What follows belongs to an exercise in optimizing a design on an open flow for small area and a short achievable clock period; a production flow would make more cautious choices.
Only simulation tests tie the RTL to the original design; equivalence was not proved.
Power figures rest on the tool's default switching activity, not on a simulated workload.

[flow/design.v]
module SingleCycleMIPS(
    CLK,
    RST,
    IR_addr,
    IR,
    RF_writedata,
    ReadDataMem,
    CEN,
    WEN,
    A,
    ReadData2,
    OEN
);
input           CLK, RST;
input   [31:0]  IR;
output  [31:0]  IR_addr, RF_writedata;
input   [31:0]  ReadDataMem;
output          CEN;
output          WEN;
output  [ 6:0]  A;
output  [31:0]  ReadData2;
output          OEN;
wire    [5:0]   op = IR[31:26];
wire    [4:0]   rs = IR[25:21];
wire    [4:0]   rt = IR[20:16];
wire    [4:0]   rd = IR[15:11];
wire    [3:0]   fn = IR[3:0];
wire    op_r   = (op == 6'h00);
wire    op_lw  = (op == 6'h23);
wire    op_sw  = (op == 6'h2b);
wire    op_beq = (op == 6'h04);
wire    op_j   = (op == 6'h02);
wire    op_jal = (op == 6'h03);
wire    op_jr  = op_r & (IR[5:0] == 6'h08);
assign CEN = ~(op_lw | op_sw);
assign OEN = ~op_lw;
assign WEN = ~op_sw;
reg     [31:0]  PC;
assign IR_addr = PC;
wire    [31:0]  PC4 = {PC[31:2] + 30'd1, PC[1:0]};
reg     [991:0] R;
reg     [31:1]  V;
wire            RegWrite = op_r | op_lw | op_jal;
wire    [4:0]   Wreg     = op_jal ? 5'd31 : (op_r ? rd : rt);
wire    [31:0]  WriteDataN;    
wire    [31:0]  ReadData1n, ReadData2n;    
reg     [31:1]  we;
integer         i;
always @(*)
  for (i = 1; i < 32; i = i + 1)
    we[i]   = RegWrite & (Wreg == i);
wire    [31:1]  seln1, seln2;
rf_seldec sd1 (.r(rs), .V(V), .seln(seln1));
rf_seldec sd2 (.r(rt), .V(V), .seln(seln2));
wire    [31:1]  hold = ~we & V;
wire    [991:0] Rnext;
genvar          k, j;
generate
  for (k = 1; k < 32; k = k + 1) begin : wrow
    for (j = 0; j < 32; j = j + 1) begin : wbit
      g_ao22 u (.a1(we[k]), .a2(WriteDataN[j]), .b1(hold[k]), .b2(R[32*(k-1)+j]),
                .y(Rnext[32*(k-1)+j]));
    end
  end
endgenerate
always @(posedge CLK)
  R <= Rnext;
always @(posedge CLK or posedge RST) begin
  if (RST)
    V <= 31'd0;
  else
    V <= V | we;
end
generate
  for (j = 0; j < 32; j = j + 1) begin : rbit
    wire [31:1] col;
    for (k = 1; k < 32; k = k + 1) begin : c
      assign col[k] = R[32*(k-1)+j];
    end
    rf_rbit u1 (.sn(seln1), .dn(col), .yn(ReadData1n[j]));
    rf_rbit u2 (.sn(seln2), .dn(col), .yn(ReadData2n[j]));
  end
endgenerate
wire    [31:0]  a = ~ReadData1n;
wire    [31:0]  b = ~ReadData2n;
assign ReadData2 = b;
wire            sub    = (fn == 4'b0010) | (fn == 4'b1010) | op_beq;
wire            f_sum  = (fn == 4'b0000) | (fn == 4'b0010);
wire            f_or   = (fn == 4'b0101);
wire            f_slt  = (fn == 4'b1010);
wire            f_and  = ~(f_sum | f_or | f_slt);
wire            alu    = ~(op_jal | op_lw);
wire            s_sum  = alu & f_sum;
wire            s_or   = alu & f_or;
wire            s_and  = alu & f_and;
wire            s_slt  = alu & f_slt;
wire    [31:0]  pn;             
wire    [31:0]  gn;             
wire    [31:0]  a_and_b = {~gn[31:1], a[0] & b[0]};
wire    [31:0]  a_or_b  = {~(pn[31:1] & gn[31:1]), a[0] | b[0]};
wire    [31:0]  other = ({32{s_or}}   & a_or_b) |
                        ({32{s_and}}  & a_and_b) |
                        ({32{op_jal}} & PC4) |
                        ({32{op_lw}}  & ReadDataMem);
wire    [31:0]  x0, x1;
assign x0[31:1] = ({31{s_sum}} & ~pn[31:1]) | other[31:1];
assign x1[31:1] = ({31{s_sum}} &  pn[31:1]) | other[31:1];
wire            b0   = ({s_sum} & ~pn[0] & ~sub) | ({s_sum} & pn[0] & sub) | other[0];
wire            dsgn = a[31] ^ b[31];
assign x0[0] = s_slt ? (dsgn ? a[31] : ~pn[31]) : b0;
assign x1[0] = s_slt ? (dsgn ? a[31] :  pn[31]) : b0;
alu_core alu_core (.an(ReadData1n), .bn(ReadData2n), .sub(sub), .x0(x0), .x1(x1), .nx0(~x0), .nx1(~x1),
                   .pn(pn), .gn(gn), .y(RF_writedata), .ywn(WriteDataN));
wire    [8:0]   ea = a[8:0] + IR[8:0];
assign A = ea[8:2];
wire    [16:0]  ba_lo = {1'b0, PC4[17:2]} + {1'b0, IR[15:0]};
wire    [13:0]  ba_hi = (ba_lo[16] & ~IR[15]) ? PC4[31:18] + 14'd1 :
                        (~ba_lo[16] & IR[15]) ? PC4[31:18] - 14'd1 : PC4[31:18];
wire    [31:0]  BranchAddr = {ba_hi, ba_lo[15:0], PC4[1:0]};
wire            taken = op_beq & ~|pn;
wire    [31:0]  PCnext = op_jr            ? a :
                         (op_j | op_jal)  ? {PC4[31:28], IR[25:0], 2'b00} :
                         taken            ? BranchAddr : PC4;
always @(posedge CLK or posedge RST) begin
  if (RST)
    PC <= 32'd0;
  else
    PC <= PCnext;
end
endmodule
module rf_seldec(r, V, seln);
input   [4:0]   r;
input   [31:1]  V;
output  [31:1]  seln;
wire    [3:0]   hi;
wire    [7:0]   lo;
g_nor2  h0 (.a(r[3]), .b(r[4]), .y(hi[0]));
g_nor2b h1 (.an(r[4]), .b(r[3]), .y(hi[1]));
g_nor2b h2 (.an(r[3]), .b(r[4]), .y(hi[2]));
g_and2  h3 (.a(r[3]), .b(r[4]), .y(hi[3]));
g_nor3  l0 (.a(r[0]), .b(r[1]), .c(r[2]), .y(lo[0]));
g_nor3b l1 (.a(r[1]), .b(r[2]), .c(r[0]), .y(lo[1]));
g_nor3b l2 (.a(r[0]), .b(r[2]), .c(r[1]), .y(lo[2]));
g_and3b l3 (.an(r[2]), .b(r[0]), .c(r[1]), .y(lo[3]));
g_nor3b l4 (.a(r[0]), .b(r[1]), .c(r[2]), .y(lo[4]));
g_and3b l5 (.an(r[1]), .b(r[0]), .c(r[2]), .y(lo[5]));
g_and3b l6 (.an(r[0]), .b(r[1]), .c(r[2]), .y(lo[6]));
g_and3  l7 (.a(r[0]), .b(r[1]), .c(r[2]), .y(lo[7]));
genvar  k;
generate
  for (k = 1; k < 32; k = k + 1) begin : s
    g_nand3 u (.a(hi[k / 8]), .b(lo[k % 8]), .c(V[k]), .y(seln[k]));
  end
endgenerate
endmodule
module rf_rbit(sn, dn, yn);
input   [31:1]  sn, dn;
output          yn;
wire    [15:0]  p;
wire    [7:0]   q;
wire    [1:0]   r;
genvar          g;
generate
  for (g = 0; g < 15; g = g + 1) begin : grp
    g_o22ai u (.a1(sn[2*g+1]), .a2(dn[2*g+1]), .b1(sn[2*g+2]), .b2(dn[2*g+2]), .y(p[g]));
  end
  for (g = 0; g < 8; g = g + 1) begin : l2
    g_nor2 v (.a(p[2*g]), .b(p[2*g+1]), .y(q[g]));
  end
  for (g = 0; g < 2; g = g + 1) begin : l3
    g_nand4 w (.a(q[4*g]), .b(q[4*g+1]), .c(q[4*g+2]), .d(q[4*g+3]), .y(r[g]));
  end
endgenerate
g_nor2  u15 (.a(sn[31]), .b(dn[31]), .y(p[15]));
g_nor2  x0 (.a(r[0]), .b(r[1]), .y(yn));
endmodule
module alu_core(an, bn, sub, x0, x1, nx0, nx1, pn, gn, y, ywn);
input   [31:0]  an, bn, x0, x1, nx0, nx1;    
input           sub;
output  [31:0]  pn, gn, y, ywn;
wire    [31:0]  bx;
wire            G1_1;
wire            G1_2;
wire            P1_2;
wire            G1_3;
wire            P1_3;
wire            G1_4;
wire            P1_4;
wire            G1_5;
wire            P1_5;
wire            G1_6;
wire            P1_6;
wire            G1_7;
wire            P1_7;
wire            G1_8;
wire            P1_8;
wire            G1_9;
wire            P1_9;
wire            G1_10;
wire            P1_10;
wire            G1_11;
wire            P1_11;
wire            G1_12;
wire            P1_12;
wire            G1_13;
wire            P1_13;
wire            G1_14;
wire            P1_14;
wire            G1_15;
wire            P1_15;
wire            G1_16;
wire            P1_16;
wire            G1_17;
wire            P1_17;
wire            G1_18;
wire            P1_18;
wire            G1_19;
wire            P1_19;
wire            G1_20;
wire            P1_20;
wire            G1_21;
wire            P1_21;
wire            G1_22;
wire            P1_22;
wire            G1_23;
wire            P1_23;
wire            G1_24;
wire            P1_24;
wire            G1_25;
wire            P1_25;
wire            G1_26;
wire            P1_26;
wire            G1_27;
wire            P1_27;
wire            G1_28;
wire            P1_28;
wire            G1_29;
wire            P1_29;
wire            G1_30;
wire            P1_30;
wire            G1_31;
wire            P1_31;
wire            G2_2;
wire            gn_0_inv;
wire            G2_3;
wire            G2_4;
wire            P2_4;
wire            G2_5;
wire            P2_5;
wire            G2_6;
wire            P2_6;
wire            G2_7;
wire            P2_7;
wire            G2_8;
wire            P2_8;
wire            G2_9;
wire            P2_9;
wire            G2_10;
wire            P2_10;
wire            G2_11;
wire            P2_11;
wire            G2_12;
wire            P2_12;
wire            G2_13;
wire            P2_13;
wire            G2_14;
wire            P2_14;
wire            G2_15;
wire            P2_15;
wire            G2_16;
wire            P2_16;
wire            G2_17;
wire            P2_17;
wire            G2_18;
wire            P2_18;
wire            G2_19;
wire            P2_19;
wire            G2_20;
wire            P2_20;
wire            G2_21;
wire            P2_21;
wire            G2_22;
wire            P2_22;
wire            G2_23;
wire            P2_23;
wire            G2_24;
wire            P2_24;
wire            G2_25;
wire            P2_25;
wire            G2_26;
wire            P2_26;
wire            G2_27;
wire            P2_27;
wire            G2_28;
wire            P2_28;
wire            G2_29;
wire            P2_29;
wire            G2_30;
wire            P2_30;
wire            G2_31;
wire            P2_31;
wire            G3_4;
wire            G3_5;
wire            G1_1_inv;
wire            G3_6;
wire            G3_7;
wire            G3_8;
wire            P3_8;
wire            G3_9;
wire            P3_9;
wire            G3_10;
wire            P3_10;
wire            G3_11;
wire            P3_11;
wire            G3_12;
wire            P3_12;
wire            G3_13;
wire            P3_13;
wire            G3_14;
wire            P3_14;
wire            G3_15;
wire            P3_15;
wire            G3_16;
wire            P3_16;
wire            G3_17;
wire            P3_17;
wire            G3_18;
wire            P3_18;
wire            G3_19;
wire            P3_19;
wire            G3_20;
wire            P3_20;
wire            G3_21;
wire            P3_21;
wire            G3_22;
wire            P3_22;
wire            G3_23;
wire            P3_23;
wire            G3_24;
wire            P3_24;
wire            G3_25;
wire            P3_25;
wire            G3_26;
wire            P3_26;
wire            G3_27;
wire            P3_27;
wire            G3_28;
wire            P3_28;
wire            G3_29;
wire            P3_29;
wire            G3_30;
wire            P3_30;
wire            G3_31;
wire            P3_31;
wire            G4_8;
wire            G4_9;
wire            G4_10;
wire            G2_2_inv;
wire            G4_11;
wire            G2_3_inv;
wire            G4_12;
wire            G4_13;
wire            G4_14;
wire            G4_15;
wire            G4_16;
wire            P4_16;
wire            G4_17;
wire            P4_17;
wire            G4_18;
wire            P4_18;
wire            G4_19;
wire            P4_19;
wire            G4_20;
wire            P4_20;
wire            G4_21;
wire            P4_21;
wire            G4_22;
wire            P4_22;
wire            G4_23;
wire            P4_23;
wire            G4_24;
wire            P4_24;
wire            G4_25;
wire            P4_25;
wire            G4_26;
wire            P4_26;
wire            G4_27;
wire            P4_27;
wire            G4_28;
wire            P4_28;
wire            G4_29;
wire            P4_29;
wire            G4_30;
wire            P4_30;
wire            G4_31;
wire            P4_31;
wire            G5_16;
wire            G5_17;
wire            G5_18;
wire            G5_19;
wire            G5_20;
wire            G3_4_inv;
wire            G5_21;
wire            G3_5_inv;
wire            G5_22;
wire            G3_6_inv;
wire            G5_23;
wire            G3_7_inv;
wire            G5_24;
wire            G5_25;
wire            G5_26;
wire            G5_27;
wire            G5_28;
wire            G5_29;
wire            G5_30;
wire            G5_31;
g_xnor2 u1 (.a(bn[0]), .b(sub), .y(bx[0]));
g_xor2 u2 (.a(an[0]), .b(bx[0]), .y(pn[0]));
g_majn u3 (.an(an[0]), .b(bx[0]), .c(sub), .y(gn[0]));
g_xnor2 u4 (.a(bn[1]), .b(sub), .y(bx[1]));
g_xor2 u5 (.a(an[1]), .b(bx[1]), .y(pn[1]));
g_nand2b u6 (.an(an[1]), .b(bx[1]), .y(gn[1]));
g_xnor2 u7 (.a(bn[2]), .b(sub), .y(bx[2]));
g_xor2 u8 (.a(an[2]), .b(bx[2]), .y(pn[2]));
g_nand2b u9 (.an(an[2]), .b(bx[2]), .y(gn[2]));
g_xnor2 u10 (.a(bn[3]), .b(sub), .y(bx[3]));
g_xor2 u11 (.a(an[3]), .b(bx[3]), .y(pn[3]));
g_nand2b u12 (.an(an[3]), .b(bx[3]), .y(gn[3]));
g_xnor2 u13 (.a(bn[4]), .b(sub), .y(bx[4]));
g_xor2 u14 (.a(an[4]), .b(bx[4]), .y(pn[4]));
g_nand2b u15 (.an(an[4]), .b(bx[4]), .y(gn[4]));
g_xnor2 u16 (.a(bn[5]), .b(sub), .y(bx[5]));
g_xor2 u17 (.a(an[5]), .b(bx[5]), .y(pn[5]));
g_nand2b u18 (.an(an[5]), .b(bx[5]), .y(gn[5]));
g_xnor2 u19 (.a(bn[6]), .b(sub), .y(bx[6]));
g_xor2 u20 (.a(an[6]), .b(bx[6]), .y(pn[6]));
g_nand2b u21 (.an(an[6]), .b(bx[6]), .y(gn[6]));
g_xnor2 u22 (.a(bn[7]), .b(sub), .y(bx[7]));
g_xor2 u23 (.a(an[7]), .b(bx[7]), .y(pn[7]));
g_nand2b u24 (.an(an[7]), .b(bx[7]), .y(gn[7]));
g_xnor2 u25 (.a(bn[8]), .b(sub), .y(bx[8]));
g_xor2 u26 (.a(an[8]), .b(bx[8]), .y(pn[8]));
g_nand2b u27 (.an(an[8]), .b(bx[8]), .y(gn[8]));
g_xnor2 u28 (.a(bn[9]), .b(sub), .y(bx[9]));
g_xor2 u29 (.a(an[9]), .b(bx[9]), .y(pn[9]));
g_nand2b u30 (.an(an[9]), .b(bx[9]), .y(gn[9]));
g_xnor2 u31 (.a(bn[10]), .b(sub), .y(bx[10]));
g_xor2 u32 (.a(an[10]), .b(bx[10]), .y(pn[10]));
g_nand2b u33 (.an(an[10]), .b(bx[10]), .y(gn[10]));
g_xnor2 u34 (.a(bn[11]), .b(sub), .y(bx[11]));
g_xor2 u35 (.a(an[11]), .b(bx[11]), .y(pn[11]));
g_nand2b u36 (.an(an[11]), .b(bx[11]), .y(gn[11]));
g_xnor2 u37 (.a(bn[12]), .b(sub), .y(bx[12]));
g_xor2 u38 (.a(an[12]), .b(bx[12]), .y(pn[12]));
g_nand2b u39 (.an(an[12]), .b(bx[12]), .y(gn[12]));
g_xnor2 u40 (.a(bn[13]), .b(sub), .y(bx[13]));
g_xor2 u41 (.a(an[13]), .b(bx[13]), .y(pn[13]));
g_nand2b u42 (.an(an[13]), .b(bx[13]), .y(gn[13]));
g_xnor2 u43 (.a(bn[14]), .b(sub), .y(bx[14]));
g_xor2 u44 (.a(an[14]), .b(bx[14]), .y(pn[14]));
g_nand2b u45 (.an(an[14]), .b(bx[14]), .y(gn[14]));
g_xnor2 u46 (.a(bn[15]), .b(sub), .y(bx[15]));
g_xor2 u47 (.a(an[15]), .b(bx[15]), .y(pn[15]));
g_nand2b u48 (.an(an[15]), .b(bx[15]), .y(gn[15]));
g_xnor2 u49 (.a(bn[16]), .b(sub), .y(bx[16]));
g_xor2 u50 (.a(an[16]), .b(bx[16]), .y(pn[16]));
g_nand2b u51 (.an(an[16]), .b(bx[16]), .y(gn[16]));
g_xnor2 u52 (.a(bn[17]), .b(sub), .y(bx[17]));
g_xor2 u53 (.a(an[17]), .b(bx[17]), .y(pn[17]));
g_nand2b u54 (.an(an[17]), .b(bx[17]), .y(gn[17]));
g_xnor2 u55 (.a(bn[18]), .b(sub), .y(bx[18]));
g_xor2 u56 (.a(an[18]), .b(bx[18]), .y(pn[18]));
g_nand2b u57 (.an(an[18]), .b(bx[18]), .y(gn[18]));
g_xnor2 u58 (.a(bn[19]), .b(sub), .y(bx[19]));
g_xor2 u59 (.a(an[19]), .b(bx[19]), .y(pn[19]));
g_nand2b u60 (.an(an[19]), .b(bx[19]), .y(gn[19]));
g_xnor2 u61 (.a(bn[20]), .b(sub), .y(bx[20]));
g_xor2 u62 (.a(an[20]), .b(bx[20]), .y(pn[20]));
g_nand2b u63 (.an(an[20]), .b(bx[20]), .y(gn[20]));
g_xnor2 u64 (.a(bn[21]), .b(sub), .y(bx[21]));
g_xor2 u65 (.a(an[21]), .b(bx[21]), .y(pn[21]));
g_nand2b u66 (.an(an[21]), .b(bx[21]), .y(gn[21]));
g_xnor2 u67 (.a(bn[22]), .b(sub), .y(bx[22]));
g_xor2 u68 (.a(an[22]), .b(bx[22]), .y(pn[22]));
g_nand2b u69 (.an(an[22]), .b(bx[22]), .y(gn[22]));
g_xnor2 u70 (.a(bn[23]), .b(sub), .y(bx[23]));
g_xor2 u71 (.a(an[23]), .b(bx[23]), .y(pn[23]));
g_nand2b u72 (.an(an[23]), .b(bx[23]), .y(gn[23]));
g_xnor2 u73 (.a(bn[24]), .b(sub), .y(bx[24]));
g_xor2 u74 (.a(an[24]), .b(bx[24]), .y(pn[24]));
g_nand2b u75 (.an(an[24]), .b(bx[24]), .y(gn[24]));
g_xnor2 u76 (.a(bn[25]), .b(sub), .y(bx[25]));
g_xor2 u77 (.a(an[25]), .b(bx[25]), .y(pn[25]));
g_nand2b u78 (.an(an[25]), .b(bx[25]), .y(gn[25]));
g_xnor2 u79 (.a(bn[26]), .b(sub), .y(bx[26]));
g_xor2 u80 (.a(an[26]), .b(bx[26]), .y(pn[26]));
g_nand2b u81 (.an(an[26]), .b(bx[26]), .y(gn[26]));
g_xnor2 u82 (.a(bn[27]), .b(sub), .y(bx[27]));
g_xor2 u83 (.a(an[27]), .b(bx[27]), .y(pn[27]));
g_nand2b u84 (.an(an[27]), .b(bx[27]), .y(gn[27]));
g_xnor2 u85 (.a(bn[28]), .b(sub), .y(bx[28]));
g_xor2 u86 (.a(an[28]), .b(bx[28]), .y(pn[28]));
g_nand2b u87 (.an(an[28]), .b(bx[28]), .y(gn[28]));
g_xnor2 u88 (.a(bn[29]), .b(sub), .y(bx[29]));
g_xor2 u89 (.a(an[29]), .b(bx[29]), .y(pn[29]));
g_nand2b u90 (.an(an[29]), .b(bx[29]), .y(gn[29]));
g_xnor2 u91 (.a(bn[30]), .b(sub), .y(bx[30]));
g_xor2 u92 (.a(an[30]), .b(bx[30]), .y(pn[30]));
g_nand2b u93 (.an(an[30]), .b(bx[30]), .y(gn[30]));
g_xnor2 u94 (.a(bn[31]), .b(sub), .y(bx[31]));
g_xor2 u95 (.a(an[31]), .b(bx[31]), .y(pn[31]));
g_nand2b u96 (.an(an[31]), .b(bx[31]), .y(gn[31]));
g_oai21 u97 (.a1(pn[1]), .a2(gn[0]), .b1(gn[1]), .y(G1_1));
g_oai21 u98 (.a1(pn[2]), .a2(gn[1]), .b1(gn[2]), .y(G1_2));
g_nor2 u99 (.a(pn[2]), .b(pn[1]), .y(P1_2));
g_oai21 u100 (.a1(pn[3]), .a2(gn[2]), .b1(gn[3]), .y(G1_3));
g_nor2 u101 (.a(pn[3]), .b(pn[2]), .y(P1_3));
g_oai21 u102 (.a1(pn[4]), .a2(gn[3]), .b1(gn[4]), .y(G1_4));
g_nor2 u103 (.a(pn[4]), .b(pn[3]), .y(P1_4));
g_oai21 u104 (.a1(pn[5]), .a2(gn[4]), .b1(gn[5]), .y(G1_5));
g_nor2 u105 (.a(pn[5]), .b(pn[4]), .y(P1_5));
g_oai21 u106 (.a1(pn[6]), .a2(gn[5]), .b1(gn[6]), .y(G1_6));
g_nor2 u107 (.a(pn[6]), .b(pn[5]), .y(P1_6));
g_oai21 u108 (.a1(pn[7]), .a2(gn[6]), .b1(gn[7]), .y(G1_7));
g_nor2 u109 (.a(pn[7]), .b(pn[6]), .y(P1_7));
g_oai21 u110 (.a1(pn[8]), .a2(gn[7]), .b1(gn[8]), .y(G1_8));
g_nor2 u111 (.a(pn[8]), .b(pn[7]), .y(P1_8));
g_oai21 u112 (.a1(pn[9]), .a2(gn[8]), .b1(gn[9]), .y(G1_9));
g_nor2 u113 (.a(pn[9]), .b(pn[8]), .y(P1_9));
g_oai21 u114 (.a1(pn[10]), .a2(gn[9]), .b1(gn[10]), .y(G1_10));
g_nor2 u115 (.a(pn[10]), .b(pn[9]), .y(P1_10));
g_oai21 u116 (.a1(pn[11]), .a2(gn[10]), .b1(gn[11]), .y(G1_11));
g_nor2 u117 (.a(pn[11]), .b(pn[10]), .y(P1_11));
g_oai21 u118 (.a1(pn[12]), .a2(gn[11]), .b1(gn[12]), .y(G1_12));
g_nor2 u119 (.a(pn[12]), .b(pn[11]), .y(P1_12));
g_oai21 u120 (.a1(pn[13]), .a2(gn[12]), .b1(gn[13]), .y(G1_13));
g_nor2 u121 (.a(pn[13]), .b(pn[12]), .y(P1_13));
g_oai21 u122 (.a1(pn[14]), .a2(gn[13]), .b1(gn[14]), .y(G1_14));
g_nor2 u123 (.a(pn[14]), .b(pn[13]), .y(P1_14));
g_oai21 u124 (.a1(pn[15]), .a2(gn[14]), .b1(gn[15]), .y(G1_15));
g_nor2 u125 (.a(pn[15]), .b(pn[14]), .y(P1_15));
g_oai21 u126 (.a1(pn[16]), .a2(gn[15]), .b1(gn[16]), .y(G1_16));
g_nor2 u127 (.a(pn[16]), .b(pn[15]), .y(P1_16));
g_oai21 u128 (.a1(pn[17]), .a2(gn[16]), .b1(gn[17]), .y(G1_17));
g_nor2 u129 (.a(pn[17]), .b(pn[16]), .y(P1_17));
g_oai21 u130 (.a1(pn[18]), .a2(gn[17]), .b1(gn[18]), .y(G1_18));
g_nor2 u131 (.a(pn[18]), .b(pn[17]), .y(P1_18));
g_oai21 u132 (.a1(pn[19]), .a2(gn[18]), .b1(gn[19]), .y(G1_19));
g_nor2 u133 (.a(pn[19]), .b(pn[18]), .y(P1_19));
g_oai21 u134 (.a1(pn[20]), .a2(gn[19]), .b1(gn[20]), .y(G1_20));
g_nor2 u135 (.a(pn[20]), .b(pn[19]), .y(P1_20));
g_oai21 u136 (.a1(pn[21]), .a2(gn[20]), .b1(gn[21]), .y(G1_21));
g_nor2 u137 (.a(pn[21]), .b(pn[20]), .y(P1_21));
g_oai21 u138 (.a1(pn[22]), .a2(gn[21]), .b1(gn[22]), .y(G1_22));
g_nor2 u139 (.a(pn[22]), .b(pn[21]), .y(P1_22));
g_oai21 u140 (.a1(pn[23]), .a2(gn[22]), .b1(gn[23]), .y(G1_23));
g_nor2 u141 (.a(pn[23]), .b(pn[22]), .y(P1_23));
g_oai21 u142 (.a1(pn[24]), .a2(gn[23]), .b1(gn[24]), .y(G1_24));
g_nor2 u143 (.a(pn[24]), .b(pn[23]), .y(P1_24));
g_oai21 u144 (.a1(pn[25]), .a2(gn[24]), .b1(gn[25]), .y(G1_25));
g_nor2 u145 (.a(pn[25]), .b(pn[24]), .y(P1_25));
g_oai21 u146 (.a1(pn[26]), .a2(gn[25]), .b1(gn[26]), .y(G1_26));
g_nor2 u147 (.a(pn[26]), .b(pn[25]), .y(P1_26));
g_oai21 u148 (.a1(pn[27]), .a2(gn[26]), .b1(gn[27]), .y(G1_27));
g_nor2 u149 (.a(pn[27]), .b(pn[26]), .y(P1_27));
g_oai21 u150 (.a1(pn[28]), .a2(gn[27]), .b1(gn[28]), .y(G1_28));
g_nor2 u151 (.a(pn[28]), .b(pn[27]), .y(P1_28));
g_oai21 u152 (.a1(pn[29]), .a2(gn[28]), .b1(gn[29]), .y(G1_29));
g_nor2 u153 (.a(pn[29]), .b(pn[28]), .y(P1_29));
g_oai21 u154 (.a1(pn[30]), .a2(gn[29]), .b1(gn[30]), .y(G1_30));
g_nor2 u155 (.a(pn[30]), .b(pn[29]), .y(P1_30));
g_oai21 u156 (.a1(pn[31]), .a2(gn[30]), .b1(gn[31]), .y(G1_31));
g_nor2 u157 (.a(pn[31]), .b(pn[30]), .y(P1_31));
g_inv u158 (.a(gn[0]), .y(gn_0_inv));
g_aoi21 u159 (.a1(P1_2), .a2(gn_0_inv), .b1(G1_2), .y(G2_2));
g_aoi21 u160 (.a1(P1_3), .a2(G1_1), .b1(G1_3), .y(G2_3));
g_aoi21 u161 (.a1(P1_4), .a2(G1_2), .b1(G1_4), .y(G2_4));
g_nand2 u162 (.a(P1_4), .b(P1_2), .y(P2_4));
g_aoi21 u163 (.a1(P1_5), .a2(G1_3), .b1(G1_5), .y(G2_5));
g_nand2 u164 (.a(P1_5), .b(P1_3), .y(P2_5));
g_aoi21 u165 (.a1(P1_6), .a2(G1_4), .b1(G1_6), .y(G2_6));
g_nand2 u166 (.a(P1_6), .b(P1_4), .y(P2_6));
g_aoi21 u167 (.a1(P1_7), .a2(G1_5), .b1(G1_7), .y(G2_7));
g_nand2 u168 (.a(P1_7), .b(P1_5), .y(P2_7));
g_aoi21 u169 (.a1(P1_8), .a2(G1_6), .b1(G1_8), .y(G2_8));
g_nand2 u170 (.a(P1_8), .b(P1_6), .y(P2_8));
g_aoi21 u171 (.a1(P1_9), .a2(G1_7), .b1(G1_9), .y(G2_9));
g_nand2 u172 (.a(P1_9), .b(P1_7), .y(P2_9));
g_aoi21 u173 (.a1(P1_10), .a2(G1_8), .b1(G1_10), .y(G2_10));
g_nand2 u174 (.a(P1_10), .b(P1_8), .y(P2_10));
g_aoi21 u175 (.a1(P1_11), .a2(G1_9), .b1(G1_11), .y(G2_11));
g_nand2 u176 (.a(P1_11), .b(P1_9), .y(P2_11));
g_aoi21 u177 (.a1(P1_12), .a2(G1_10), .b1(G1_12), .y(G2_12));
g_nand2 u178 (.a(P1_12), .b(P1_10), .y(P2_12));
g_aoi21 u179 (.a1(P1_13), .a2(G1_11), .b1(G1_13), .y(G2_13));
g_nand2 u180 (.a(P1_13), .b(P1_11), .y(P2_13));
g_aoi21 u181 (.a1(P1_14), .a2(G1_12), .b1(G1_14), .y(G2_14));
g_nand2 u182 (.a(P1_14), .b(P1_12), .y(P2_14));
g_aoi21 u183 (.a1(P1_15), .a2(G1_13), .b1(G1_15), .y(G2_15));
g_nand2 u184 (.a(P1_15), .b(P1_13), .y(P2_15));
g_aoi21 u185 (.a1(P1_16), .a2(G1_14), .b1(G1_16), .y(G2_16));
g_nand2 u186 (.a(P1_16), .b(P1_14), .y(P2_16));
g_aoi21 u187 (.a1(P1_17), .a2(G1_15), .b1(G1_17), .y(G2_17));
g_nand2 u188 (.a(P1_17), .b(P1_15), .y(P2_17));
g_aoi21 u189 (.a1(P1_18), .a2(G1_16), .b1(G1_18), .y(G2_18));
g_nand2 u190 (.a(P1_18), .b(P1_16), .y(P2_18));
g_aoi21 u191 (.a1(P1_19), .a2(G1_17), .b1(G1_19), .y(G2_19));
g_nand2 u192 (.a(P1_19), .b(P1_17), .y(P2_19));
g_aoi21 u193 (.a1(P1_20), .a2(G1_18), .b1(G1_20), .y(G2_20));
g_nand2 u194 (.a(P1_20), .b(P1_18), .y(P2_20));
g_aoi21 u195 (.a1(P1_21), .a2(G1_19), .b1(G1_21), .y(G2_21));
g_nand2 u196 (.a(P1_21), .b(P1_19), .y(P2_21));
g_aoi21 u197 (.a1(P1_22), .a2(G1_20), .b1(G1_22), .y(G2_22));
g_nand2 u198 (.a(P1_22), .b(P1_20), .y(P2_22));
g_aoi21 u199 (.a1(P1_23), .a2(G1_21), .b1(G1_23), .y(G2_23));
g_nand2 u200 (.a(P1_23), .b(P1_21), .y(P2_23));
g_aoi21 u201 (.a1(P1_24), .a2(G1_22), .b1(G1_24), .y(G2_24));
g_nand2 u202 (.a(P1_24), .b(P1_22), .y(P2_24));
g_aoi21 u203 (.a1(P1_25), .a2(G1_23), .b1(G1_25), .y(G2_25));
g_nand2 u204 (.a(P1_25), .b(P1_23), .y(P2_25));
g_aoi21 u205 (.a1(P1_26), .a2(G1_24), .b1(G1_26), .y(G2_26));
g_nand2 u206 (.a(P1_26), .b(P1_24), .y(P2_26));
g_aoi21 u207 (.a1(P1_27), .a2(G1_25), .b1(G1_27), .y(G2_27));
g_nand2 u208 (.a(P1_27), .b(P1_25), .y(P2_27));
g_aoi21 u209 (.a1(P1_28), .a2(G1_26), .b1(G1_28), .y(G2_28));
g_nand2 u210 (.a(P1_28), .b(P1_26), .y(P2_28));
g_aoi21 u211 (.a1(P1_29), .a2(G1_27), .b1(G1_29), .y(G2_29));
g_nand2 u212 (.a(P1_29), .b(P1_27), .y(P2_29));
g_aoi21 u213 (.a1(P1_30), .a2(G1_28), .b1(G1_30), .y(G2_30));
g_nand2 u214 (.a(P1_30), .b(P1_28), .y(P2_30));
g_aoi21 u215 (.a1(P1_31), .a2(G1_29), .b1(G1_31), .y(G2_31));
g_nand2 u216 (.a(P1_31), .b(P1_29), .y(P2_31));
g_oai21 u217 (.a1(P2_4), .a2(gn[0]), .b1(G2_4), .y(G3_4));
g_inv u218 (.a(G1_1), .y(G1_1_inv));
g_oai21 u219 (.a1(P2_5), .a2(G1_1_inv), .b1(G2_5), .y(G3_5));
g_oai21 u220 (.a1(P2_6), .a2(G2_2), .b1(G2_6), .y(G3_6));
g_oai21 u221 (.a1(P2_7), .a2(G2_3), .b1(G2_7), .y(G3_7));
g_oai21 u222 (.a1(P2_8), .a2(G2_4), .b1(G2_8), .y(G3_8));
g_nor2 u223 (.a(P2_8), .b(P2_4), .y(P3_8));
g_oai21 u224 (.a1(P2_9), .a2(G2_5), .b1(G2_9), .y(G3_9));
g_nor2 u225 (.a(P2_9), .b(P2_5), .y(P3_9));
g_oai21 u226 (.a1(P2_10), .a2(G2_6), .b1(G2_10), .y(G3_10));
g_nor2 u227 (.a(P2_10), .b(P2_6), .y(P3_10));
g_oai21 u228 (.a1(P2_11), .a2(G2_7), .b1(G2_11), .y(G3_11));
g_nor2 u229 (.a(P2_11), .b(P2_7), .y(P3_11));
g_oai21 u230 (.a1(P2_12), .a2(G2_8), .b1(G2_12), .y(G3_12));
g_nor2 u231 (.a(P2_12), .b(P2_8), .y(P3_12));
g_oai21 u232 (.a1(P2_13), .a2(G2_9), .b1(G2_13), .y(G3_13));
g_nor2 u233 (.a(P2_13), .b(P2_9), .y(P3_13));
g_oai21 u234 (.a1(P2_14), .a2(G2_10), .b1(G2_14), .y(G3_14));
g_nor2 u235 (.a(P2_14), .b(P2_10), .y(P3_14));
g_oai21 u236 (.a1(P2_15), .a2(G2_11), .b1(G2_15), .y(G3_15));
g_nor2 u237 (.a(P2_15), .b(P2_11), .y(P3_15));
g_oai21 u238 (.a1(P2_16), .a2(G2_12), .b1(G2_16), .y(G3_16));
g_nor2 u239 (.a(P2_16), .b(P2_12), .y(P3_16));
g_oai21 u240 (.a1(P2_17), .a2(G2_13), .b1(G2_17), .y(G3_17));
g_nor2 u241 (.a(P2_17), .b(P2_13), .y(P3_17));
g_oai21 u242 (.a1(P2_18), .a2(G2_14), .b1(G2_18), .y(G3_18));
g_nor2 u243 (.a(P2_18), .b(P2_14), .y(P3_18));
g_oai21 u244 (.a1(P2_19), .a2(G2_15), .b1(G2_19), .y(G3_19));
g_nor2 u245 (.a(P2_19), .b(P2_15), .y(P3_19));
g_oai21 u246 (.a1(P2_20), .a2(G2_16), .b1(G2_20), .y(G3_20));
g_nor2 u247 (.a(P2_20), .b(P2_16), .y(P3_20));
g_oai21 u248 (.a1(P2_21), .a2(G2_17), .b1(G2_21), .y(G3_21));
g_nor2 u249 (.a(P2_21), .b(P2_17), .y(P3_21));
g_oai21 u250 (.a1(P2_22), .a2(G2_18), .b1(G2_22), .y(G3_22));
g_nor2 u251 (.a(P2_22), .b(P2_18), .y(P3_22));
g_oai21 u252 (.a1(P2_23), .a2(G2_19), .b1(G2_23), .y(G3_23));
g_nor2 u253 (.a(P2_23), .b(P2_19), .y(P3_23));
g_oai21 u254 (.a1(P2_24), .a2(G2_20), .b1(G2_24), .y(G3_24));
g_nor2 u255 (.a(P2_24), .b(P2_20), .y(P3_24));
g_oai21 u256 (.a1(P2_25), .a2(G2_21), .b1(G2_25), .y(G3_25));
g_nor2 u257 (.a(P2_25), .b(P2_21), .y(P3_25));
g_oai21 u258 (.a1(P2_26), .a2(G2_22), .b1(G2_26), .y(G3_26));
g_nor2 u259 (.a(P2_26), .b(P2_22), .y(P3_26));
g_oai21 u260 (.a1(P2_27), .a2(G2_23), .b1(G2_27), .y(G3_27));
g_nor2 u261 (.a(P2_27), .b(P2_23), .y(P3_27));
g_oai21 u262 (.a1(P2_28), .a2(G2_24), .b1(G2_28), .y(G3_28));
g_nor2 u263 (.a(P2_28), .b(P2_24), .y(P3_28));
g_oai21 u264 (.a1(P2_29), .a2(G2_25), .b1(G2_29), .y(G3_29));
g_nor2 u265 (.a(P2_29), .b(P2_25), .y(P3_29));
g_oai21 u266 (.a1(P2_30), .a2(G2_26), .b1(G2_30), .y(G3_30));
g_nor2 u267 (.a(P2_30), .b(P2_26), .y(P3_30));
g_oai21 u268 (.a1(P2_31), .a2(G2_27), .b1(G2_31), .y(G3_31));
g_nor2 u269 (.a(P2_31), .b(P2_27), .y(P3_31));
g_aoi21 u270 (.a1(P3_8), .a2(gn_0_inv), .b1(G3_8), .y(G4_8));
g_aoi21 u271 (.a1(P3_9), .a2(G1_1), .b1(G3_9), .y(G4_9));
g_inv u272 (.a(G2_2), .y(G2_2_inv));
g_aoi21 u273 (.a1(P3_10), .a2(G2_2_inv), .b1(G3_10), .y(G4_10));
g_inv u274 (.a(G2_3), .y(G2_3_inv));
g_aoi21 u275 (.a1(P3_11), .a2(G2_3_inv), .b1(G3_11), .y(G4_11));
g_aoi21 u276 (.a1(P3_12), .a2(G3_4), .b1(G3_12), .y(G4_12));
g_aoi21 u277 (.a1(P3_13), .a2(G3_5), .b1(G3_13), .y(G4_13));
g_aoi21 u278 (.a1(P3_14), .a2(G3_6), .b1(G3_14), .y(G4_14));
g_aoi21 u279 (.a1(P3_15), .a2(G3_7), .b1(G3_15), .y(G4_15));
g_aoi21 u280 (.a1(P3_16), .a2(G3_8), .b1(G3_16), .y(G4_16));
g_nand2 u281 (.a(P3_16), .b(P3_8), .y(P4_16));
g_aoi21 u282 (.a1(P3_17), .a2(G3_9), .b1(G3_17), .y(G4_17));
g_nand2 u283 (.a(P3_17), .b(P3_9), .y(P4_17));
g_aoi21 u284 (.a1(P3_18), .a2(G3_10), .b1(G3_18), .y(G4_18));
g_nand2 u285 (.a(P3_18), .b(P3_10), .y(P4_18));
g_aoi21 u286 (.a1(P3_19), .a2(G3_11), .b1(G3_19), .y(G4_19));
g_nand2 u287 (.a(P3_19), .b(P3_11), .y(P4_19));
g_aoi21 u288 (.a1(P3_20), .a2(G3_12), .b1(G3_20), .y(G4_20));
g_nand2 u289 (.a(P3_20), .b(P3_12), .y(P4_20));
g_aoi21 u290 (.a1(P3_21), .a2(G3_13), .b1(G3_21), .y(G4_21));
g_nand2 u291 (.a(P3_21), .b(P3_13), .y(P4_21));
g_aoi21 u292 (.a1(P3_22), .a2(G3_14), .b1(G3_22), .y(G4_22));
g_nand2 u293 (.a(P3_22), .b(P3_14), .y(P4_22));
g_aoi21 u294 (.a1(P3_23), .a2(G3_15), .b1(G3_23), .y(G4_23));
g_nand2 u295 (.a(P3_23), .b(P3_15), .y(P4_23));
g_aoi21 u296 (.a1(P3_24), .a2(G3_16), .b1(G3_24), .y(G4_24));
g_nand2 u297 (.a(P3_24), .b(P3_16), .y(P4_24));
g_aoi21 u298 (.a1(P3_25), .a2(G3_17), .b1(G3_25), .y(G4_25));
g_nand2 u299 (.a(P3_25), .b(P3_17), .y(P4_25));
g_aoi21 u300 (.a1(P3_26), .a2(G3_18), .b1(G3_26), .y(G4_26));
g_nand2 u301 (.a(P3_26), .b(P3_18), .y(P4_26));
g_aoi21 u302 (.a1(P3_27), .a2(G3_19), .b1(G3_27), .y(G4_27));
g_nand2 u303 (.a(P3_27), .b(P3_19), .y(P4_27));
g_aoi21 u304 (.a1(P3_28), .a2(G3_20), .b1(G3_28), .y(G4_28));
g_nand2 u305 (.a(P3_28), .b(P3_20), .y(P4_28));
g_aoi21 u306 (.a1(P3_29), .a2(G3_21), .b1(G3_29), .y(G4_29));
g_nand2 u307 (.a(P3_29), .b(P3_21), .y(P4_29));
g_aoi21 u308 (.a1(P3_30), .a2(G3_22), .b1(G3_30), .y(G4_30));
g_nand2 u309 (.a(P3_30), .b(P3_22), .y(P4_30));
g_aoi21 u310 (.a1(P3_31), .a2(G3_23), .b1(G3_31), .y(G4_31));
g_nand2 u311 (.a(P3_31), .b(P3_23), .y(P4_31));
g_oai21 u312 (.a1(P4_16), .a2(gn[0]), .b1(G4_16), .y(G5_16));
g_oai21 u313 (.a1(P4_17), .a2(G1_1_inv), .b1(G4_17), .y(G5_17));
g_oai21 u314 (.a1(P4_18), .a2(G2_2), .b1(G4_18), .y(G5_18));
g_oai21 u315 (.a1(P4_19), .a2(G2_3), .b1(G4_19), .y(G5_19));
g_inv u316 (.a(G3_4), .y(G3_4_inv));
g_oai21 u317 (.a1(P4_20), .a2(G3_4_inv), .b1(G4_20), .y(G5_20));
g_inv u318 (.a(G3_5), .y(G3_5_inv));
g_oai21 u319 (.a1(P4_21), .a2(G3_5_inv), .b1(G4_21), .y(G5_21));
g_inv u320 (.a(G3_6), .y(G3_6_inv));
g_oai21 u321 (.a1(P4_22), .a2(G3_6_inv), .b1(G4_22), .y(G5_22));
g_inv u322 (.a(G3_7), .y(G3_7_inv));
g_oai21 u323 (.a1(P4_23), .a2(G3_7_inv), .b1(G4_23), .y(G5_23));
g_oai21 u324 (.a1(P4_24), .a2(G4_8), .b1(G4_24), .y(G5_24));
g_oai21 u325 (.a1(P4_25), .a2(G4_9), .b1(G4_25), .y(G5_25));
g_oai21 u326 (.a1(P4_26), .a2(G4_10), .b1(G4_26), .y(G5_26));
g_oai21 u327 (.a1(P4_27), .a2(G4_11), .b1(G4_27), .y(G5_27));
g_oai21 u328 (.a1(P4_28), .a2(G4_12), .b1(G4_28), .y(G5_28));
g_oai21 u329 (.a1(P4_29), .a2(G4_13), .b1(G4_29), .y(G5_29));
g_oai21 u330 (.a1(P4_30), .a2(G4_14), .b1(G4_30), .y(G5_30));
g_oai21 u331 (.a1(P4_31), .a2(G4_15), .b1(G4_31), .y(G5_31));
g_mux2i u332 (.a0(nx0[0]), .a1(nx1[0]), .s(G5_30), .y(y[0]));
g_mux2i u333 (.a0(x0[0]), .a1(x1[0]), .s(G5_30), .y(ywn[0]));
g_mux2i u334 (.a0(nx0[1]), .a1(nx1[1]), .s(gn_0_inv), .y(y[1]));
g_mux2i u335 (.a0(x0[1]), .a1(x1[1]), .s(gn_0_inv), .y(ywn[1]));
g_mux2i u336 (.a0(nx0[2]), .a1(nx1[2]), .s(G1_1), .y(y[2]));
g_mux2i u337 (.a0(x0[2]), .a1(x1[2]), .s(G1_1), .y(ywn[2]));
g_mux2i u338 (.a0(nx0[3]), .a1(nx1[3]), .s(G2_2_inv), .y(y[3]));
g_mux2i u339 (.a0(x0[3]), .a1(x1[3]), .s(G2_2_inv), .y(ywn[3]));
g_mux2i u340 (.a0(nx0[4]), .a1(nx1[4]), .s(G2_3_inv), .y(y[4]));
g_mux2i u341 (.a0(x0[4]), .a1(x1[4]), .s(G2_3_inv), .y(ywn[4]));
g_mux2i u342 (.a0(nx0[5]), .a1(nx1[5]), .s(G3_4), .y(y[5]));
g_mux2i u343 (.a0(x0[5]), .a1(x1[5]), .s(G3_4), .y(ywn[5]));
g_mux2i u344 (.a0(nx0[6]), .a1(nx1[6]), .s(G3_5), .y(y[6]));
g_mux2i u345 (.a0(x0[6]), .a1(x1[6]), .s(G3_5), .y(ywn[6]));
g_mux2i u346 (.a0(nx0[7]), .a1(nx1[7]), .s(G3_6), .y(y[7]));
g_mux2i u347 (.a0(x0[7]), .a1(x1[7]), .s(G3_6), .y(ywn[7]));
g_mux2i u348 (.a0(nx0[8]), .a1(nx1[8]), .s(G3_7), .y(y[8]));
g_mux2i u349 (.a0(x0[8]), .a1(x1[8]), .s(G3_7), .y(ywn[8]));
g_mux2i u350 (.a0(nx1[9]), .a1(nx0[9]), .s(G4_8), .y(y[9]));
g_mux2i u351 (.a0(x1[9]), .a1(x0[9]), .s(G4_8), .y(ywn[9]));
g_mux2i u352 (.a0(nx1[10]), .a1(nx0[10]), .s(G4_9), .y(y[10]));
g_mux2i u353 (.a0(x1[10]), .a1(x0[10]), .s(G4_9), .y(ywn[10]));
g_mux2i u354 (.a0(nx1[11]), .a1(nx0[11]), .s(G4_10), .y(y[11]));
g_mux2i u355 (.a0(x1[11]), .a1(x0[11]), .s(G4_10), .y(ywn[11]));
g_mux2i u356 (.a0(nx1[12]), .a1(nx0[12]), .s(G4_11), .y(y[12]));
g_mux2i u357 (.a0(x1[12]), .a1(x0[12]), .s(G4_11), .y(ywn[12]));
g_mux2i u358 (.a0(nx1[13]), .a1(nx0[13]), .s(G4_12), .y(y[13]));
g_mux2i u359 (.a0(x1[13]), .a1(x0[13]), .s(G4_12), .y(ywn[13]));
g_mux2i u360 (.a0(nx1[14]), .a1(nx0[14]), .s(G4_13), .y(y[14]));
g_mux2i u361 (.a0(x1[14]), .a1(x0[14]), .s(G4_13), .y(ywn[14]));
g_mux2i u362 (.a0(nx1[15]), .a1(nx0[15]), .s(G4_14), .y(y[15]));
g_mux2i u363 (.a0(x1[15]), .a1(x0[15]), .s(G4_14), .y(ywn[15]));
g_mux2i u364 (.a0(nx1[16]), .a1(nx0[16]), .s(G4_15), .y(y[16]));
g_mux2i u365 (.a0(x1[16]), .a1(x0[16]), .s(G4_15), .y(ywn[16]));
g_mux2i u366 (.a0(nx0[17]), .a1(nx1[17]), .s(G5_16), .y(y[17]));
g_mux2i u367 (.a0(x0[17]), .a1(x1[17]), .s(G5_16), .y(ywn[17]));
g_mux2i u368 (.a0(nx0[18]), .a1(nx1[18]), .s(G5_17), .y(y[18]));
g_mux2i u369 (.a0(x0[18]), .a1(x1[18]), .s(G5_17), .y(ywn[18]));
g_mux2i u370 (.a0(nx0[19]), .a1(nx1[19]), .s(G5_18), .y(y[19]));
g_mux2i u371 (.a0(x0[19]), .a1(x1[19]), .s(G5_18), .y(ywn[19]));
g_mux2i u372 (.a0(nx0[20]), .a1(nx1[20]), .s(G5_19), .y(y[20]));
g_mux2i u373 (.a0(x0[20]), .a1(x1[20]), .s(G5_19), .y(ywn[20]));
g_mux2i u374 (.a0(nx0[21]), .a1(nx1[21]), .s(G5_20), .y(y[21]));
g_mux2i u375 (.a0(x0[21]), .a1(x1[21]), .s(G5_20), .y(ywn[21]));
g_mux2i u376 (.a0(nx0[22]), .a1(nx1[22]), .s(G5_21), .y(y[22]));
g_mux2i u377 (.a0(x0[22]), .a1(x1[22]), .s(G5_21), .y(ywn[22]));
g_mux2i u378 (.a0(nx0[23]), .a1(nx1[23]), .s(G5_22), .y(y[23]));
g_mux2i u379 (.a0(x0[23]), .a1(x1[23]), .s(G5_22), .y(ywn[23]));
g_mux2i u380 (.a0(nx0[24]), .a1(nx1[24]), .s(G5_23), .y(y[24]));
g_mux2i u381 (.a0(x0[24]), .a1(x1[24]), .s(G5_23), .y(ywn[24]));
g_mux2i u382 (.a0(nx0[25]), .a1(nx1[25]), .s(G5_24), .y(y[25]));
g_mux2i u383 (.a0(x0[25]), .a1(x1[25]), .s(G5_24), .y(ywn[25]));
g_mux2i u384 (.a0(nx0[26]), .a1(nx1[26]), .s(G5_25), .y(y[26]));
g_mux2i u385 (.a0(x0[26]), .a1(x1[26]), .s(G5_25), .y(ywn[26]));
g_mux2i u386 (.a0(nx0[27]), .a1(nx1[27]), .s(G5_26), .y(y[27]));
g_mux2i u387 (.a0(x0[27]), .a1(x1[27]), .s(G5_26), .y(ywn[27]));
g_mux2i u388 (.a0(nx0[28]), .a1(nx1[28]), .s(G5_27), .y(y[28]));
g_mux2i u389 (.a0(x0[28]), .a1(x1[28]), .s(G5_27), .y(ywn[28]));
g_mux2i u390 (.a0(nx0[29]), .a1(nx1[29]), .s(G5_28), .y(y[29]));
g_mux2i u391 (.a0(x0[29]), .a1(x1[29]), .s(G5_28), .y(ywn[29]));
g_mux2i u392 (.a0(nx0[30]), .a1(nx1[30]), .s(G5_29), .y(y[30]));
g_mux2i u393 (.a0(x0[30]), .a1(x1[30]), .s(G5_29), .y(ywn[30]));
g_mux2i u394 (.a0(nx0[31]), .a1(nx1[31]), .s(G5_30), .y(y[31]));
g_mux2i u395 (.a0(x0[31]), .a1(x1[31]), .s(G5_30), .y(ywn[31]));
endmodule
module g_inv(a, y);
input   a;
output  y;
assign y = ~a;
endmodule
module g_nand2(a, b, y);
input   a, b;
output  y;
assign y = ~(a & b);
endmodule
module g_nor2(a, b, y);
input   a, b;
output  y;
assign y = ~(a | b);
endmodule
module g_xor2(a, b, y);
input   a, b;
output  y;
assign y = a ^ b;
endmodule
module g_xnor2(a, b, y);
input   a, b;
output  y;
assign y = ~(a ^ b);
endmodule
module g_nand2b(an, b, y);
input   an, b;
output  y;
assign y = ~(~an & b);
endmodule
module g_nand3(a, b, c, y);
input   a, b, c;
output  y;
assign y = ~(a & b & c);
endmodule
module g_nand4(a, b, c, d, y);
input   a, b, c, d;
output  y;
assign y = ~(a & b & c & d);
endmodule
module g_nor3(a, b, c, y);
input   a, b, c;
output  y;
assign y = ~(a | b | c);
endmodule
module g_and2(a, b, y);
input   a, b;
output  y;
assign y = a & b;
endmodule
module g_and3(a, b, c, y);
input   a, b, c;
output  y;
assign y = a & b & c;
endmodule
module g_nor4(a, b, c, d, y);
input   a, b, c, d;
output  y;
assign y = ~(a | b | c | d);
endmodule
module g_o22ai(a1, a2, b1, b2, y);
input   a1, a2, b1, b2;
output  y;
assign y = ~((a1 | a2) & (b1 | b2));
endmodule
module g_nor2b(an, b, y);
input   an, b;
output  y;
assign y = ~an & b;
endmodule
module g_and3b(an, b, c, y);
input   an, b, c;
output  y;
assign y = ~an & b & c;
endmodule
module g_nor3b(a, b, c, y);
input   a, b, c;
output  y;
assign y = ~a & ~b & c;
endmodule
module g_aoi21(a1, a2, b1, y);
input   a1, a2, b1;
output  y;
assign y = ~((a1 & a2) | b1);
endmodule
module g_oai21(a1, a2, b1, y);
input   a1, a2, b1;
output  y;
assign y = ~((a1 | a2) & b1);
endmodule
module g_mux2i(a0, a1, s, y);
input   a0, a1, s;
output  y;
assign y = ~(s ? a1 : a0);
endmodule
module g_majn(an, b, c, y);
input   an, b, c;
output  y;
assign y = ~((~an & b) | (c & (~an | b)));
endmodule
module g_ao22(a1, a2, b1, b2, y);
input   a1, a2, b1, b2;
output  y;
assign y = (a1 & a2) | (b1 & b2);
endmodule
[flow/flow/run.sh]
#!/bin/bash
# The standard layout (standard.sh), with two changes made through ORFS
# variables: the port buffers start as buf_2 (timing repair sizes up the
# critical ones), and clock tree synthesis clusters up to 24 flip-flops within
# 80 um per clkbuf_16 and inserts no dummy loads. make's full output goes to
# standard.log here; ORFS keeps each step's log under orfs/logs/.
set -euo pipefail
export BUFFER_PORTS_ARGS="-buffer_cell sky130_fd_sc_hd__buf_2"
export CTS_ARGS="-sink_clustering_enable -repair_clock_nets -dont_use_dummy_load -buf_list sky130_fd_sc_hd__clkbuf_16 -sink_clustering_size 24 -sink_clustering_max_diameter 80"
bash standard.sh > standard.log 2>&1
[flow/standard.sh]
#!/bin/bash
# synth_recipe.tcl (not shown) runs the flow's synth.tcl, then flattens the netlist and writes it again
# the make line also repeats each setting of config.mk as NAME=value (left out here)
make -C /OpenROAD-flow-scripts/flow DESIGN_CONFIG=/design/flow/config.mk WORK_HOME=/design/flow/orfs CLKGATE_MAP_FILE= SYNTH_SCRIPT=/design/flow/synth_recipe.tcl "${@:-finish}"
[flow/config.mk]
export PLATFORM = sky130hd
export DESIGN_NAME = SingleCycleMIPS
export DESIGN_NICKNAME = SingleCycleMIPS
export VERILOG_FILES = /design/flow/design.v
export SDC_FILE = /design/flow/constraint.sdc
export NUM_CORES = 4
export LEC_CHECK = 0
export CAP_MARGIN = 20
export CORE_MARGIN = 2
export CORE_UTILIZATION = 50
export PLACE_DENSITY = 0.65
export SETUP_SLACK_MARGIN = 2.8
export SLEW_MARGIN = 20
export SYNTH_HIERARCHICAL = 1
[flow/constraint.sdc]
create_clock -name core_clock -period 11.5 [get_ports {CLK}]
set_input_delay 2.3000 -clock core_clock [delete_from_list [all_inputs] [get_ports {CLK}]]
set_output_delay 2.3000 -clock core_clock [all_outputs]
set_load 0.01 [all_outputs]
==> impl_metrics.toml, run 1 <==
[layout]
nets = 5775
syn_to_final_growth_pct = 19.90
final_cell_mix = "992 x dfxtp_1, 992 x a22o_1, 964 x o22ai_1"
fill_cells = 8388
utilization_pct = 60.52
drive_gt1_share_pct = 19.98

[sta]
min_period_ns = 8.934
final-hold-violation-count = 0
finalCritPeriodShare_pct = 77.68
fin_skew_ns = 0.1175
maxSlewViolCount = 0
slew_headroom_pct = 17.32
max_freq_mhz = 111.9
fin_tns_setup_ns = 0
rsz0062_at_grt = "true"
setup_viol = 0
worstMarginPinSlew_ns = 1.240

[global_routing]
grt_first_pass_wirelength_um = 347900
overflow = 0
antenna_found_initial = 4
grt_pass1_vias = 46055
grt_max_degree = 64
grt_use_total_pct = 48.67

[outcome]
status = "complete, no violations"

[power]
vdd_drop_max_mv = 0.1446
powerDensity_nw_per_um2 = 129.5
leakagePower_uw = 0.02256
finalPower_uw = 7448

[floorplan]
die_y_um = 313.7
io_pins = 172
initial_utilization_pct = 50.48
rows = 113
fp.coreArea_um2 = 95010
dieWidth_um = 313.7
die-area_um2 = 98410

[synthesis]
avgSynthCellArea_um2 = 9.294
synth_cell_type_count = 79
ys.flop_type = "dfxtp_1"
synth_fp_nets = 5253
async_reset_ff_share_pct = 5.972
seq_area_frac_synth_pct = 44.70
netlist_area_um2 = 47960
yosys_warnings = 7
yosys-top-cells-area = "dfxtp_1 41%, a22o_1 18%, o22ai_1 13%"
synth_top_area_cell = "dfxtp_1"
ys_ff_latch = 1055
synth.top_cell.area_share_pct = 41.41
synthCells = 5160
synth_edf_count = 0

[routing]
wire_per_inst_um = 36.36
ant_nets = 0
route.detailed.drc = 0
routed_wl_um = 252500
drt_iter0_drc = 8974
num_vias = 52026
avgViaCountPerCell = 7.490
firstDrtPassIters = 6

[worst_setup_path]
timing.critical_path.to_type = "output port"
regToRegSetupSlack_ns = 5.96
critPathMaxFanout = 10
start_kind = "primary input"
arrival_ns = 6.63
critical_path_required_ns = 9.20
crit_type = "primary input to output port"

[placed_design]
portBuffers = 171
place.gp.congestion = 1.042
dp_hpwl_um = 171600

[job]
maxCapViolations = 0

[clock_network]
cts.sinks = 1055
cts_made_buffers = 54
clk-insertion-delay-late_ns = 0.74
ctsHoldBuffers = 0
clock_tree.root_cell = "clkbuf_16"
path_clk_slew_ns = 0.08
clock_path_buffers = 3
cts_tree = "built"
h-tree-depth = 2

[worst_hold_path]
hold_class = "flop to flop"
## per-module statistics from Yosys (local to each module, per instance), a selection
module	flops+latches	times used	area, µm²	cells
g_inv	0	8	3.754	1
g_nand2b	0	31	6.256	1
g_and3	0	2	6.256	1
g_mux2i	0	64	10.01	1
g_and3b	0	6	8.758	1
g_nor3	0	2	10.01	1
## layout make-up
cell class / count / area (µm²) / share of cell area, %
inverter: 125 / 473.0 / 0.8225
clock buffer: 54 / 1351 / 2.350
tap: 1265 / 1583 / 2.753
timing repair buffer: 511 / 3847 / 6.691
sequential: 1055 / 21440 / 37.28
antenna: 1 / 2.502 / 0.004352
multi-input combinational: 3935 / 28810 / 50.10
## final timing paths
kind                       startpoint               end  cells after the start
setup reg to reg                 V[1]            PC[20]                     15
hold / removal                 R[827]            R[827]                      1
min in group asynchronous         RST              V[6]                      3
setup / recovery               IR[23]  RF_writedata[11]                     15
hold reg to reg                R[827]            R[827]                      1
max in group asynchronous         RST            PC[25]                      3
## cell usage after synthesis (9+ instances only)
master    count
nand4_1     149
nand3_1      93
ha_1         26
o221ai_1     16
or2_2        40
o21ai_1      81
clkbuf_1     33
nor4_1       16
and2_1       20
a22oi_1      10
o211ai_1     27
o21ai_0      43
inv_1       124
xnor2_1      63
o21a_1        9
o22ai_1     964
a22o_1      992
nor3_1       24
mux2i_1      76
nor2b_1      27
xor2_1       51
dfxtp_1     992
nand2_1     129
dfrtp_1      63
nor2_1      805
a221oi_1     28
a21o_1       10
a21oi_2      56
a21oi_1      30
nand2b_1     44
## state kept, by name, summed over array words and instances, names as in the netlist
name  flops
R       992
PC       32
V        31
## cells by family (layout without fill, tap and decap cells)
group	Yosys count	count (layout)	share of synthesized area (%)
AO/OA/AOI/OAI	2309	2309	35.83
AND/OR/NAND/NOR	1405	1407	13.62
flip-flops	1055	1055	44.70
buffers and inverters	172	690	1.398
XOR/XNOR	116	116	2.150
multiplexers	76	76	1.586
adder cells (fa/ha/maj)	27	27	0.7201
other	0	1	0
## routing by layer
layer / track usage, % / part of all wire, %
met5: 1.547 / 0.091
met4: 41.06 / 11
met3: 15.92 / 14
met1: 60.57 / 36
met2: 67.76 / 40
## report_power, final
| part | leakage [µW] | internal [µW] | switching [µW] |
|---|---|---|---|
| Clock | 0.000665 | 835 | 1250 |
| Sequential | 0.00880 | 3700 | 84.1 |
| Combinational | 0.0131 | 466 | 1120 |
## per-stage QoR
step / setup slack, ns / cells / hold WS [ns] / cell area, µm²
global route: 2.604 / 6945 / 0.5138 / 57500
detailed placement: 1.097 / 6737 / 0.4781 / 52320
CTS: 2.769 / 6861 / 0.5044 / 55860
global placement: 1.195 / 6736 / 0.4749 / 52300
floorplan: 3.390 / 5160 / 0.4630 / 47960
finish: 2.566 / 6946 / 0.5043 / 57500
## repair_timing
| item | CTS | global route |
|---|---|---|
| gates cloned | 1 | 2 |
| setup buffers | 69 | 78 |
| pin swaps | 93 | 112 |
| setup endpoints to repair | 35 | 26 |
| gates resized for setup | 359 | 208 |
## worst max-delay path: stages
cell and delay [ns]:
buf_2 0.20, and3_2 0.35, nand3_2 0.27, buf_4 0.26
o22ai_1 0.09, nor2_1 0.47, nand4_1 0.32, nor2_2 0.44
o21a_1 0.40, inv_2 0.18, a21oi_4 0.30, inv_1 0.24
a21oi_4 0.29, mux2i_1 0.30, buf_2 0.20
==> run 2: changes to the inputs <==
--- a/flow/config.mk
+++ b/flow/config.mk
@@ -11,3 +11,3 @@
 export PLACE_DENSITY = 0.65
-export SETUP_SLACK_MARGIN = 2.8
+export SETUP_SLACK_MARGIN = 2.4
 export SLEW_MARGIN = 20
==> run 2 against run 1 <==
Against the previous run: setup slack lost 0.41 ns; utilization fell by 2.2 points; final cell count decreased by 1.6%; die area unchanged; power down 1.3%; sequential share of layout area grew 1.4 points; largest power group unchanged.
==> impl_metrics.toml, run 2 <==
[worst_setup_path]
start_kind = "primary input"
crit_type = "primary input to output port"
arrival_ns = 7.04
critical_path_required_ns = 9.20
timing.critical_path.to_type = "output port"
cp_slowest_cell = "nand4_1"
rr_worst_depth = 15
r2r_end = "R[502]"
critPathMaxFanout = 32
regToRegSetupSlack_ns = 5.53
max_stage_delay_ns = 0.51
reg2reg_from = "V[4]"
path_cells = "buf_2 > and3_1 > nand3_1 > buf_4 > o22ai_1 > nor2_2 > nand4_1 > nor2_2 > xor2_2 > nor2_1 > a21oi_2 > o21ai_1 > a21oi_2 > mux2i_1 > buf_2"

[layout]
drive_gt1_share_pct = 15.99
final_cell_mix = "992 x dfxtp_1, 992 x a22o_1, 964 x o22ai_1"
largest_reg_flops = 992
syn_to_final_growth_pct = 15.53
stdcell_area_um2 = 55400
largest-register = "R"
nets = 5661
largestRegisters = "R x992, PC x32, V x31"

[sta]
maxSlewViolCount = 0
max_freq_mhz = 107.1
fin_tns_setup_ns = 0
worstMarginPinSlew_ns = 1.242
fin_skew_ns = 0.1223
min_period_ns = 9.341
setup_viol = 0
final-hold-violation-count = 0
slew_headroom_pct = 16.99
rsz0062_at_grt = "true"
finalCritPeriodShare_pct = 81.23

[outcome]
status = "complete, no violations"

[job]
maxCapViolations = 0

[clock_network]
cts_tree = "built"
clk-insertion-delay-late_ns = 0.74
path_clk_slew_ns = 0.08
clock_tree.root_cell = "clkbuf_16"
h-tree-depth = 2
cts.sinks = 1055
ctsHoldBuffers = 0
cts_made_buffers = 54
clock_path_buffers = 3

[global_routing]
grt_pass1_vias = 45443
grt_max_degree = 64
overflow = 0
antenna_found_initial = 8
grt_first_pass_wirelength_um = 344600
grt_use_total_pct = 48.26

[power]
finalPower_uw = 7348
powerDensity_nw_per_um2 = 132.6
leakagePower_uw = 0.02164
vdd_drop_max_mv = 0.1447

[synthesis]
synth_commonest_cells = "992 x a22o_1, 992 x dfxtp_1, 964 x o22ai_1"
ys.flop_type = "dfxtp_1"
synth_top_area_cell = "dfxtp_1"
async_reset_ff_share_pct = 5.972
synth_fp_nets = 5253
ys_ff_latch = 1055
netlist_area_um2 = 47960
avgSynthCellArea_um2 = 9.294
synth.top_cell.area_share_pct = 41.41
yosys-top-cells-area = "dfxtp_1 41%, a22o_1 18%, o22ai_1 13%"
synthCells = 5160
synth_edf_count = 0
seq_area_frac_synth_pct = 44.70
synth_cell_type_count = 79
yosys_warnings = 7

[placed_design]
dp_hpwl_um = 171600
placed_cell_area_um2 = 52320
place.gp.congestion = 1.042
portBuffers = 171

[worst_hold_path]
hp-start = "R[827]"
hold_class = "flop to flop"
holdPathEnd = "R[827]"
hold_depth = 1

[floorplan]
initial_utilization_pct = 50.48
rows = 113
die_y_um = 313.7
io_pins = 172
die-area_um2 = 98410
dieWidth_um = 313.7
fp.coreArea_um2 = 95010

[routing]
wire_per_inst_um = 36.48
route.detailed.drc = 0
avgViaCountPerCell = 7.477
firstDrtPassIters = 6
num_vias = 51104
ant_nets = 0
drt_iter0_drc = 8130
routed_wl_um = 249300
==> run 2: worst max-delay path by stage <==
stage,start,to,slack [ns],depth (start not counted)
after floorplan,IR[20],RF_writedata[30],3.39,15
after global placement,IR[20],RF_writedata[24],1.19,17
after detailed placement,IR[20],RF_writedata[24],1.10,17
after CTS,IR[19],RF_writedata[24],2.33,18
after global routing,IR[16],RF_writedata[14],2.35,16
final,IR[23],RF_writedata[10],2.16,15
==> run 2: cells by family (layout without fill, tap and decap cells) <==
logic type / after synthesis / after routing / synth area share, %
compound gates: 2309 / 2309 / 35.83
simple gates: 1405 / 1406 / 13.62
flops: 1055 / 1055 / 44.70
buf+inv: 172 / 577 / 1.398
xor+xnor: 116 / 116 / 2.150
mux: 76 / 76 / 1.586
fa+ha+maj: 27 / 27 / 0.7201
other cells: 0 / 4 / 0
==> run 2: layout make-up <==
class                   instances  area, µm²
multi-input cells            3934      27820
flip-flops and latches       1055      21440
well taps                    1265       1583
clock buffers                  54       1351
diodes                          4      10.01
fillers                      8590      39610
repair buffers                398       2736
inverters                     125      469.2
==> run 2: stage by stage <==
step	worst slack, ns	hold slack, ns	utilization, %	instances
CTS	2.333	0.5044	57.21	6795
global placement	1.195	0.4749	55.04	6736
floorplan	3.390	0.4630	-	5160
finish	2.159	0.5048	58.31	6835
global route	2.353	0.5136	58.30	6831
detailed placement	1.097	0.4781	55.06	6737
==> run 2: power breakdown <==
| group | total [µW] | switching [µW] | internal (µW) |
|---|---|---|---|
| registers | 3780 | 81.9 | 3700 |
| clock network | 2080 | 1250 | 835 |
| logic | 1490 | 1080 | 410 |
| total | 7350 | 2410 | 4940 |
==> run 2: layer usage <==
| layer | GRT usage, % | vias to the layer above | share of wire, % |
|---|---|---|---|
| li1 | - | 21377 | - |
| met1 | 59.63 | 24682 | 36 |
| met2 | 66.81 | 4068 | 40 |
| met3 | 17.12 | 975 | 14 |
| met4 | 40.74 | 2 | 11 |
| met5 | 0 | - | 0.0048 |
==> run 2: critical path, delay by kind of cell <==
family	cells	cell delay, ns
compound gates	4	0.89
xor+xnor	1	0.37
buf+inv	3	0.85
mux	1	0.51
simple gates	6	2.07
==> run 2: Yosys stat by module (local to each module, per instance), excerpt <==
module,area [µm²],times used
g_xnor2,8.758,32
g_inv,3.754,8
g_aoi21,8.758,52
g_and2,6.256,2
g_oai21,5.005,72
SingleCycleMIPS,26910,1
g_mux2i,10.01,64
g_majn,15.01,1
==> run 2: timing repair <==
item,in CTS,in global routing
gates cloned,0,1
pin swaps,20,59
setup buffers,4,32
endpoints found under the setup margin,31,25
gates resized for setup,142,162

static timing again, ports no longer ideal:
No port has a modelled driver above. Below, the same layouts with a new extraction and two added sets of constraints.
Step 1 sets driving cells, clkbuf_16 on the clock port and buf_2 on the other inputs (assumed; they add their load-dependent delay and slew).
Step 2 moves the port delays by t, midway between the first and last clock arrival at a register: inputs arrive t later, outputs are due t later. That takes back most of the time a late clock gives input paths.
a / b / c = no drivers / after step 1 / after step 2; a / b = the first two.
run | shift t [ns] | slack for setup (ns) | hold slack, ns | worst setup path after step 2 | slew at the worst register clock pin (ns)
run 1 | 0.761 | 2.566 / 2.548 / 2.548 | 0.504 / 0.504 / 0.504 | input to output | 0.11 / 0.11
run 2 | 0.757 | 2.159 / 2.140 / 2.140 | 0.505 / 0.505 / 0.505 | input to output | 0.11 / 0.11
After both steps setup and hold are still met in every run listed. The setup slack of run 2, which loses most, moves by -0.019 ns with the drivers and by -0.019 ns with both steps.
